What follows belongs to an exercise in optimizing a design on an open flow for small area; a production flow would make more cautious choices.
The RTL was checked by simulation tests, not by an equivalence proof against the original design.
Power figures rest on the tool's default switching activity, not on a simulated workload. The flow treats the clock pin as an ideal source, which a real chip does not have.

==> inputs of run C <==
==> flow/design.v <==
`timescale 1ns / 1ps
module facedet_display(
    input wire clk,
    input wire rst,
    output wire [14:0] rd_addr,
    input wire [19:0] ii_rddata,
    input wire detected_flag,
    input wire continuous,
    output wire vga_hsync,
    output wire vga_vsync,
    output wire [3:0] vga_r,
    output wire [3:0] vga_g,
    output wire [3:0] vga_b
    );
    reg [9:0] hpos;
    reg [9:0] vcnt;
    always @(posedge clk) begin
        if (rst) begin
            hpos <= 10'd623;
            vcnt <= 10'd234;
        end else if (hpos == 10'd398) begin
            hpos <= 10'd623;
            vcnt <= (vcnt == 10'd238) ? 10'd738 : vcnt + 10'd1;
        end else begin
            hpos <= hpos + 10'd1;
        end
    end
    wire rows = ((vcnt >= 10'd918) || (vcnt <= 10'd13));
    wire addr_en = rows && ((hpos >= 10'd864));
    wire data_en = rows && ((hpos >= 10'd867) || (hpos <= 10'd2));
    wire addr_clr = ((vcnt == 10'd204) && (hpos != 10'd623)) || ((vcnt >= 10'd205) && (vcnt <= 10'd238));
    reg [9:0] addr_hi;
    always @(posedge clk) begin
        if (addr_clr)
            addr_hi <= 10'd0;
        else if (addr_en && (hpos[4:0] == 5'd31))
            addr_hi <= addr_hi + 10'd1;
    end
    assign rd_addr = {addr_hi, addr_en ? hpos[4:0] : 5'd0};
    reg [639:0] ring;
    wire [3:0] above = ring[639:636];
    wire [3:0] feed = data_en ? ii_rddata[3:0] : (addr_clr ? 4'd0 : above);
    always @(posedge clk)
        ring <= {ring[635:0], feed};
    wire [3:0] diff = ii_rddata[3:0] - above;
    reg [3:0] row_buff;
    reg [3:0] bw_reg;
    reg [3:0] grey;
    always @(posedge clk) begin
        if (addr_clr)
            row_buff <= 4'd0;
        else if (data_en)
            row_buff <= diff;
        bw_reg <= data_en ? diff - row_buff : 4'd0;
        grey <= bw_reg;
    end
    reg cont_q, det_q;
    always @(posedge clk) begin
        cont_q <= continuous;
        det_q <= detected_flag;
    end
    wire rect = ((hpos >= 10'd724) && (hpos <= 10'd823)) && ((vcnt >= 10'd838) && (vcnt <= 10'd938));
    wire vwin = (vcnt[9:4] == 6'd55) && (vcnt[3:0] != 4'd0);
    wire [2:0] ady = vcnt[3] ? vcnt[2:0] : 3'd0 - vcnt[2:0];
    wire hin_a = (hpos[9:5] == 5'd3) && (hpos[4:0] <= 5'd11);
    wire hin_b = (hpos[9:5] == 5'd2) && (hpos[4:0] >= 5'd29);
    wire [2:0] adx = (hin_a && (hpos[4:2] != 3'd0)) ? hpos[2:0] - 3'd4 : 3'd4 - hpos[2:0];
    reg dot_t;
    always @* begin
        case ({adx, ady})
            6'd0: dot_t = 1'b1;
            6'd1: dot_t = 1'b1;
            6'd2: dot_t = 1'b1;
            6'd3: dot_t = 1'b1;
            6'd4: dot_t = 1'b1;
            6'd5: dot_t = 1'b1;
            6'd6: dot_t = 1'b1;
            6'd7: dot_t = 1'b1;
            6'd8: dot_t = 1'b1;
            6'd9: dot_t = 1'b1;
            6'd10: dot_t = 1'b1;
            6'd11: dot_t = 1'b1;
            6'd12: dot_t = 1'b1;
            6'd13: dot_t = 1'b1;
            6'd14: dot_t = 1'b1;
            6'd15: dot_t = 1'b1;
            6'd16: dot_t = 1'b1;
            6'd17: dot_t = 1'b1;
            6'd18: dot_t = 1'b1;
            6'd19: dot_t = 1'b1;
            6'd20: dot_t = 1'b1;
            6'd21: dot_t = 1'b1;
            6'd22: dot_t = 1'b1;
            6'd24: dot_t = 1'b1;
            6'd25: dot_t = 1'b1;
            6'd26: dot_t = 1'b1;
            6'd27: dot_t = 1'b1;
            6'd28: dot_t = 1'b1;
            6'd29: dot_t = 1'b1;
            6'd30: dot_t = 1'b1;
            6'd32: dot_t = 1'b1;
            6'd33: dot_t = 1'b1;
            6'd34: dot_t = 1'b1;
            6'd35: dot_t = 1'b1;
            6'd36: dot_t = 1'b1;
            6'd37: dot_t = 1'b1;
            6'd40: dot_t = 1'b1;
            6'd41: dot_t = 1'b1;
            6'd42: dot_t = 1'b1;
            6'd43: dot_t = 1'b1;
            6'd44: dot_t = 1'b1;
            6'd45: dot_t = 1'b1;
            6'd48: dot_t = 1'b1;
            6'd49: dot_t = 1'b1;
            6'd50: dot_t = 1'b1;
            6'd51: dot_t = 1'b1;
            6'd56: dot_t = 1'b1;
            6'd57: dot_t = 1'b1;
            default: dot_t = 1'b0;
        endcase
    end
    wire dot = vwin && (hin_a || hin_b) && dot_t;
    wire xr = (rect && !cont_q) || (dot && !det_q);
    wire xg = (rect && !cont_q) || (dot && det_q);
    wire xb = rect && cont_q;
    assign vga_hsync = !((hpos >= 10'd257) && (hpos <= 10'd352));
    assign vga_vsync = !((vcnt == 10'd205) || ((vcnt == 10'd204) && ((hpos >= 10'd627) || (hpos <= 10'd398))) ||
                         ((vcnt == 10'd206) && ((hpos >= 10'd623) && (hpos <= 10'd626))));
    assign vga_r = {4{xr}} | grey;
    assign vga_g = {4{xg}} | grey;
    assign vga_b = {4{xb}} | grey;
endmodule
==> flow/flow/run.sh <==
#!/bin/bash
# Standard layout with four changes: ABC maps the logic with an area-oriented
# script (the flip-flops and their names are those of the standard
# synthesis), logic cells are shrunk to their smallest drive after
# floorplanning, port buffers use the smallest buffer cell, and clock tree
# synthesis runs without dummy loads and with larger sink clusters.
set -euo pipefail
here=$(pwd)
cp -r "$FLOW_HOME/scripts" "$here/scripts"
cp "$here/flow/abc_area.script" "$here/scripts/abc_speed.script"
export SCRIPTS_DIR=$here/scripts
export POST_FLOORPLAN_TCL=$here/flow/downsize.tcl
export BUFFER_PORTS_ARGS="-buffer_cell sky130_fd_sc_hd__buf_1"
export CTS_ARGS="-sink_clustering_enable -repair_clock_nets -dont_use_dummy_load -sink_clustering_size 36 -sink_clustering_max_diameter 100 -sink_clustering_buffer sky130_fd_sc_hd__clkbuf_16 -buf_list sky130_fd_sc_hd__clkbuf_4 -root_buf sky130_fd_sc_hd__clkbuf_8"
bash standard.sh > $here/standard.log 2>&1
==> flow/flow/abc_area.script <==
&get -n
&st
&dch
&nf -p
&st
&syn2
&dch
&nf -p
&st
&syn2
&dch
&nf -p
&st
&syn2
&dch
&nf -p
&st
&dch
&nf -R 1000 -p
&put
==> flow/flow/downsize.tcl <==
# Shrink each logic cell to the smallest drive strength of its family. The
# design has several ns of slack at its period; the resizer's later
# repair_design restores drive wherever a slew or load limit needs it.
set dont_use [split $::env(DONT_USE_CELLS)]
set n 0
set saved 0.0
foreach inst [get_cells *] {
  set master [get_property $inst ref_name]
  if { ![regexp {^(sky130_fd_sc_hd__[a-z0-9]+)_([0-9]+)$} $master -> base sz] } { continue }
  if { [regexp {^sky130_fd_sc_hd__(df|ed|sd|dl|tap|fill|decap|conb|clk|probe|lpflow)} $master] } { continue }
  set cur [lindex [get_lib_cells */$master] 0]
  set best $master
  set best_area [get_property $cur area]
  set area0 $best_area
  foreach lc [get_lib_cells */${base}_*] {
    set name [get_property $lc name]
    if { ![regexp "^${base}_\[0-9\]+\$" $name] } { continue }
    if { [lsearch -exact $dont_use $name] >= 0 } { continue }
    set a [get_property $lc area]
    if { $a < $best_area } {
      set best $name
      set best_area $a
    }
  }
  if { $best ne $master } {
    replace_cell $inst $best
    incr n
    set saved [expr {$saved + $area0 - $best_area}]
  }
}
puts "downsize.tcl: replaced $n cells, [format %.1f $saved] um2 less"
==> flow/standard.sh <==
#!/bin/bash
# synth_recipe.tcl (not shown) runs the flow's synth.tcl, then flattens the netlist and writes it again
# the make line also repeats each setting of config.mk as NAME=value (left out here)
make -C /OpenROAD-flow-scripts/flow DESIGN_CONFIG=/design/flow/config.mk WORK_HOME=/design/flow/orfs CLKGATE_MAP_FILE= SYNTH_SCRIPT=/design/flow/synth_recipe.tcl "${@:-finish}"
==> flow/config.mk <==
export PLATFORM = sky130hd
export DESIGN_NAME = facedet_display
export DESIGN_NICKNAME = facedet_display
export VERILOG_FILES = /design/flow/design.v
export SDC_FILE = /design/flow/constraint.sdc
export NUM_CORES = 4
export LEC_CHECK = 0
export CAP_MARGIN = 20
export CORE_MARGIN = 2
export CORE_UTILIZATION = 45
export GPL_TIMING_DRIVEN = 0
export PLACE_DENSITY = 0.6
export SLEW_MARGIN = 20
==> flow/constraint.sdc <==
create_clock -name core_clock -period 12.0 [get_ports {clk}]
set_input_delay 2.4000 -clock core_clock [delete_from_list [all_inputs] [get_ports {clk}]]
set_output_delay 2.4000 -clock core_clock [all_outputs]
set_load 0.01 [all_outputs]
==> inputs of run E, as changes to run C <==
==> flow/design.v, changed modules only <==
module facedet_display(
    input wire clk,
    input wire rst,
    output wire [14:0] rd_addr,
    input wire [19:0] ii_rddata,
    input wire detected_flag,
    input wire continuous,
    output wire vga_hsync,
    output wire vga_vsync,
    output wire [3:0] vga_r,
    output wire [3:0] vga_g,
    output wire [3:0] vga_b
    );
    reg [9:0] hpos;
    reg [9:0] vcnt;
    always @(posedge clk) begin
        if (rst) begin
            hpos <= 10'd623;
            vcnt <= 10'd160;
        end else if (hpos == 10'd398) begin
            hpos <= 10'd623;
            vcnt <= (vcnt == 10'd164) ? 10'd664 : vcnt + 10'd1;
        end else begin
            hpos <= hpos + 10'd1;
        end
    end
    wire rows = ((vcnt >= 10'd844) && (vcnt <= 10'd963));
    wire addr_en = rows && ((hpos >= 10'd864));
    wire data_en = rows && ((hpos >= 10'd867) || (hpos <= 10'd2));
    wire addr_clr = ((vcnt == 10'd130) && (hpos != 10'd623)) || ((vcnt >= 10'd131) && (vcnt <= 10'd164));
    reg [9:0] addr_hi;
    always @(posedge clk) begin
        if (addr_clr)
            addr_hi <= 10'd0;
        else if (addr_en && (hpos[4:0] == 5'd31))
            addr_hi <= addr_hi + 10'd1;
    end
    assign rd_addr = {addr_hi, addr_en ? hpos[4:0] : 5'd0};
    reg [639:0] ring;
    wire [3:0] above = ring[639:636];
    wire [3:0] feed = data_en ? ii_rddata[3:0] : (addr_clr ? 4'd0 : above);
    always @(posedge clk)
        ring <= {ring[635:0], feed};
    wire [3:0] diff = ii_rddata[3:0] - above;
    reg [3:0] row_buff;
    reg [3:0] bw_reg;
    reg [3:0] grey;
    always @(posedge clk) begin
        if (addr_clr)
            row_buff <= 4'd0;
        else if (data_en)
            row_buff <= diff;
        bw_reg <= data_en ? diff - row_buff : 4'd0;
        grey <= bw_reg;
    end
    reg cont_q, det_q;
    always @(posedge clk) begin
        cont_q <= continuous;
        det_q <= detected_flag;
    end
    wire rect = ((hpos >= 10'd724) && (hpos <= 10'd823)) && ((vcnt >= 10'd764) && (vcnt <= 10'd864));
    wire dot =
        ((vcnt == 10'd807) && ((hpos >= 10'd99) && (hpos <= 10'd101))) ||
        ((vcnt == 10'd808) && ((hpos >= 10'd97) && (hpos <= 10'd103))) ||
        ((vcnt == 10'd809) && ((hpos >= 10'd95) && (hpos <= 10'd105))) ||
        ((vcnt == 10'd810) && ((hpos >= 10'd95) && (hpos <= 10'd105))) ||
        ((vcnt == 10'd811) && ((hpos >= 10'd94) && (hpos <= 10'd106))) ||
        ((vcnt == 10'd812) && ((hpos >= 10'd94) && (hpos <= 10'd106))) ||
        ((vcnt == 10'd813) && ((hpos >= 10'd93) && (hpos <= 10'd107))) ||
        ((vcnt == 10'd814) && ((hpos >= 10'd93) && (hpos <= 10'd107))) ||
        ((vcnt == 10'd815) && ((hpos >= 10'd93) && (hpos <= 10'd107))) ||
        ((vcnt == 10'd816) && ((hpos >= 10'd94) && (hpos <= 10'd106))) ||
        ((vcnt == 10'd817) && ((hpos >= 10'd94) && (hpos <= 10'd106))) ||
        ((vcnt == 10'd818) && ((hpos >= 10'd95) && (hpos <= 10'd105))) ||
        ((vcnt == 10'd819) && ((hpos >= 10'd95) && (hpos <= 10'd105))) ||
        ((vcnt == 10'd820) && ((hpos >= 10'd97) && (hpos <= 10'd103))) ||
        ((vcnt == 10'd821) && ((hpos >= 10'd99) && (hpos <= 10'd101)));
    wire xr = (rect && !cont_q) || (dot && !det_q);
    wire xg = (rect && !cont_q) || (dot && det_q);
    wire xb = rect && cont_q;
    assign vga_hsync = !((hpos >= 10'd257) && (hpos <= 10'd352));
    assign vga_vsync = !((vcnt == 10'd131) || ((vcnt == 10'd130) && ((hpos >= 10'd627) || (hpos <= 10'd398))) ||
                         ((vcnt == 10'd132) && ((hpos >= 10'd623) && (hpos <= 10'd626))));
    assign vga_r = {4{xr}} | grey;
    assign vga_g = {4{xg}} | grey;
    assign vga_b = {4{xb}} | grey;
endmodule
==> flow/flow/run.sh (replaced) <==
#!/bin/bash
# Standard layout with three changes: logic cells shrunk to their smallest
# drive after floorplanning, port buffers of the smallest buffer cell, and
# clock tree synthesis without dummy loads and with larger sink clusters.
set -euo pipefail
here=$(pwd)
export POST_FLOORPLAN_TCL=$here/flow/downsize.tcl
export BUFFER_PORTS_ARGS="-buffer_cell sky130_fd_sc_hd__buf_1"
export CTS_ARGS="-sink_clustering_enable -repair_clock_nets -dont_use_dummy_load -sink_clustering_size 36 -sink_clustering_max_diameter 100"
bash standard.sh > $here/standard.log 2>&1
GPL_TIMING_DRIVEN = default   (was 0)
removed: flow/flow/abc_area.script
==> inputs of run H, as changes to run C <==
--- a/flow/design.v
+++ b/flow/design.v
@@ -19,6 +19,6 @@
             hpos <= 10'd623;
-            vcnt <= 10'd234;
+            vcnt <= 10'd730;
         end else if (hpos == 10'd398) begin
             hpos <= 10'd623;
-            vcnt <= (vcnt == 10'd238) ? 10'd738 : vcnt + 10'd1;
+            vcnt <= (vcnt == 10'd734) ? 10'd210 : vcnt + 10'd1;
         end else begin
@@ -27,6 +27,6 @@
     end
-    wire rows = ((vcnt >= 10'd918) || (vcnt <= 10'd13));
+    wire rows = ((vcnt >= 10'd390) && (vcnt <= 10'd509));
     wire addr_en = rows && ((hpos >= 10'd864));
     wire data_en = rows && ((hpos >= 10'd867) || (hpos <= 10'd2));
-    wire addr_clr = ((vcnt == 10'd204) && (hpos != 10'd623)) || ((vcnt >= 10'd205) && (vcnt <= 10'd238));
+    wire addr_clr = ((vcnt == 10'd700) && (hpos != 10'd623)) || ((vcnt >= 10'd701) && (vcnt <= 10'd734));
     reg [9:0] addr_hi;
@@ -61,4 +61,4 @@
     end
-    wire rect = ((hpos >= 10'd724) && (hpos <= 10'd823)) && ((vcnt >= 10'd838) && (vcnt <= 10'd938));
-    wire vwin = (vcnt[9:4] == 6'd55) && (vcnt[3:0] != 4'd0);
+    wire rect = ((hpos >= 10'd724) && (hpos <= 10'd823)) && ((vcnt >= 10'd310) && (vcnt <= 10'd410));
+    wire vwin = (vcnt[9:4] == 6'd22) && (vcnt[3:0] != 4'd0);
     wire [2:0] ady = vcnt[3] ? vcnt[2:0] : 3'd0 - vcnt[2:0];
@@ -126,4 +126,4 @@
     assign vga_hsync = !((hpos >= 10'd257) && (hpos <= 10'd352));
-    assign vga_vsync = !((vcnt == 10'd205) || ((vcnt == 10'd204) && ((hpos >= 10'd627) || (hpos <= 10'd398))) ||
-                         ((vcnt == 10'd206) && ((hpos >= 10'd623) && (hpos <= 10'd626))));
+    assign vga_vsync = !((vcnt == 10'd701) || ((vcnt == 10'd700) && ((hpos >= 10'd627) || (hpos <= 10'd398))) ||
+                         ((vcnt == 10'd702) && ((hpos >= 10'd623) && (hpos <= 10'd626))));
     assign vga_r = {4{xr}} | grey;
--- a/flow/flow/run.sh
+++ b/flow/flow/run.sh
@@ -13,3 +13,3 @@
 export BUFFER_PORTS_ARGS="-buffer_cell sky130_fd_sc_hd__buf_1"
-export CTS_ARGS="-sink_clustering_enable -repair_clock_nets -dont_use_dummy_load -sink_clustering_size 36 -sink_clustering_max_diameter 100 -sink_clustering_buffer sky130_fd_sc_hd__clkbuf_16 -buf_list sky130_fd_sc_hd__clkbuf_4 -root_buf sky130_fd_sc_hd__clkbuf_8"
+export CTS_ARGS="-sink_clustering_enable -repair_clock_nets -dont_use_dummy_load -sink_clustering_size 40 -sink_clustering_max_diameter 50"
 bash standard.sh > $here/standard.log 2>&1
CORE_UTILIZATION = 70   (was 45)
GPL_TIMING_DRIVEN = default   (was 0)
PLACE_DENSITY = 0.85   (was 0.6)
==> impl_metrics.yaml <==
outcome:
  status: "timing/DRC/antenna clean"
layout:
  final_cell_area_mm2: 0.0166
  multi_input_area_mm2: 0.00157
clock_tree:
  htreeDepth: 1
  insertion_delay_ns: 0.63
placement:
  dp_hpwl_um: 9380
setup_path:
  cp_top_family: "compound AO/OA/AOI/OAI gates"
global_routing:
  grt_max_degree: 37
  grt_pass1_wl_um: 28700
power:
  switching_share: 0.190
die:
  die_h_um: 188
routing:
  wl_per_cell_um: 11.7
[end of results for run C]
==> impl_metrics.yaml <==
outcome:
  status: "timing/DRC/antenna clean"
clock_tree:
  insertion_delay_ns: 0.55
  htreeDepth: 1
layout:
  drive_gt1_frac: 0.0281
  multi_input_area_mm2: 0.00171
  final_cell_area_mm2: 0.0168
setup_path:
  cp_top_family: "simple AND/OR/NAND/NOR gates"
global_routing:
  grt_pass1_wl_um: 29400
  grt_max_degree: 37
routing:
  wl_per_cell_um: 11.8
flow_run:
  max_cap_viol_count: 0
die:
  die_h_um: 190
power:
  switching_share: 0.189
placement:
  dp_hpwl_um: 9850
[end of results for run E]
==> impl_metrics.yaml <==
outcome:
  status: "timing/DRC/antenna clean"
routing:
  dr_wl_met2_um: 11100
  wl_per_cell_um: 17.5
layout:
  multi_input_area_mm2: 0.00159
  final_cell_area_mm2: 0.0167
setup_path:
  cp_top_family: "simple AND/OR/NAND/NOR gates"
power:
  switching_share: 0.194
die:
  die_h_um: 152
global_routing:
  grt_pass1_wl_um: 36600
  grt_max_degree: 38
clock_tree:
  htreeDepth: 2
  insertion_delay_ns: 0.54
placement:
  dp_hpwl_um: 11600
[end of results for run H]

==> separate check: timing with driven ports <==
Ports are ideal in the flow. The routed layouts listed here were re-timed in OpenROAD. Step 1: set_driving_cell puts a clkbuf_16 on clk and a buf_2 on each other input, an assumption about the parent block. Step 2 also shifts input and output timing later by t, the mid clock arrival at the registers, as if the neighbouring blocks saw the same clock. Slacks: ideal / step 1 / step 2; pairs: ideal / step 1.
run	shift t [ns]	slack for setup (ns)	worst setup path at the end	pins driven straight from the clock port
run C	0.645	6.364 / 6.320 / 6.965	register to output	1
run E	0.573	6.674 / 6.624 / 7.197	register to output	1
run H	0.549	6.325 / 6.279 / 6.828	register to output	1
After both steps setup and hold are still met in every run listed.
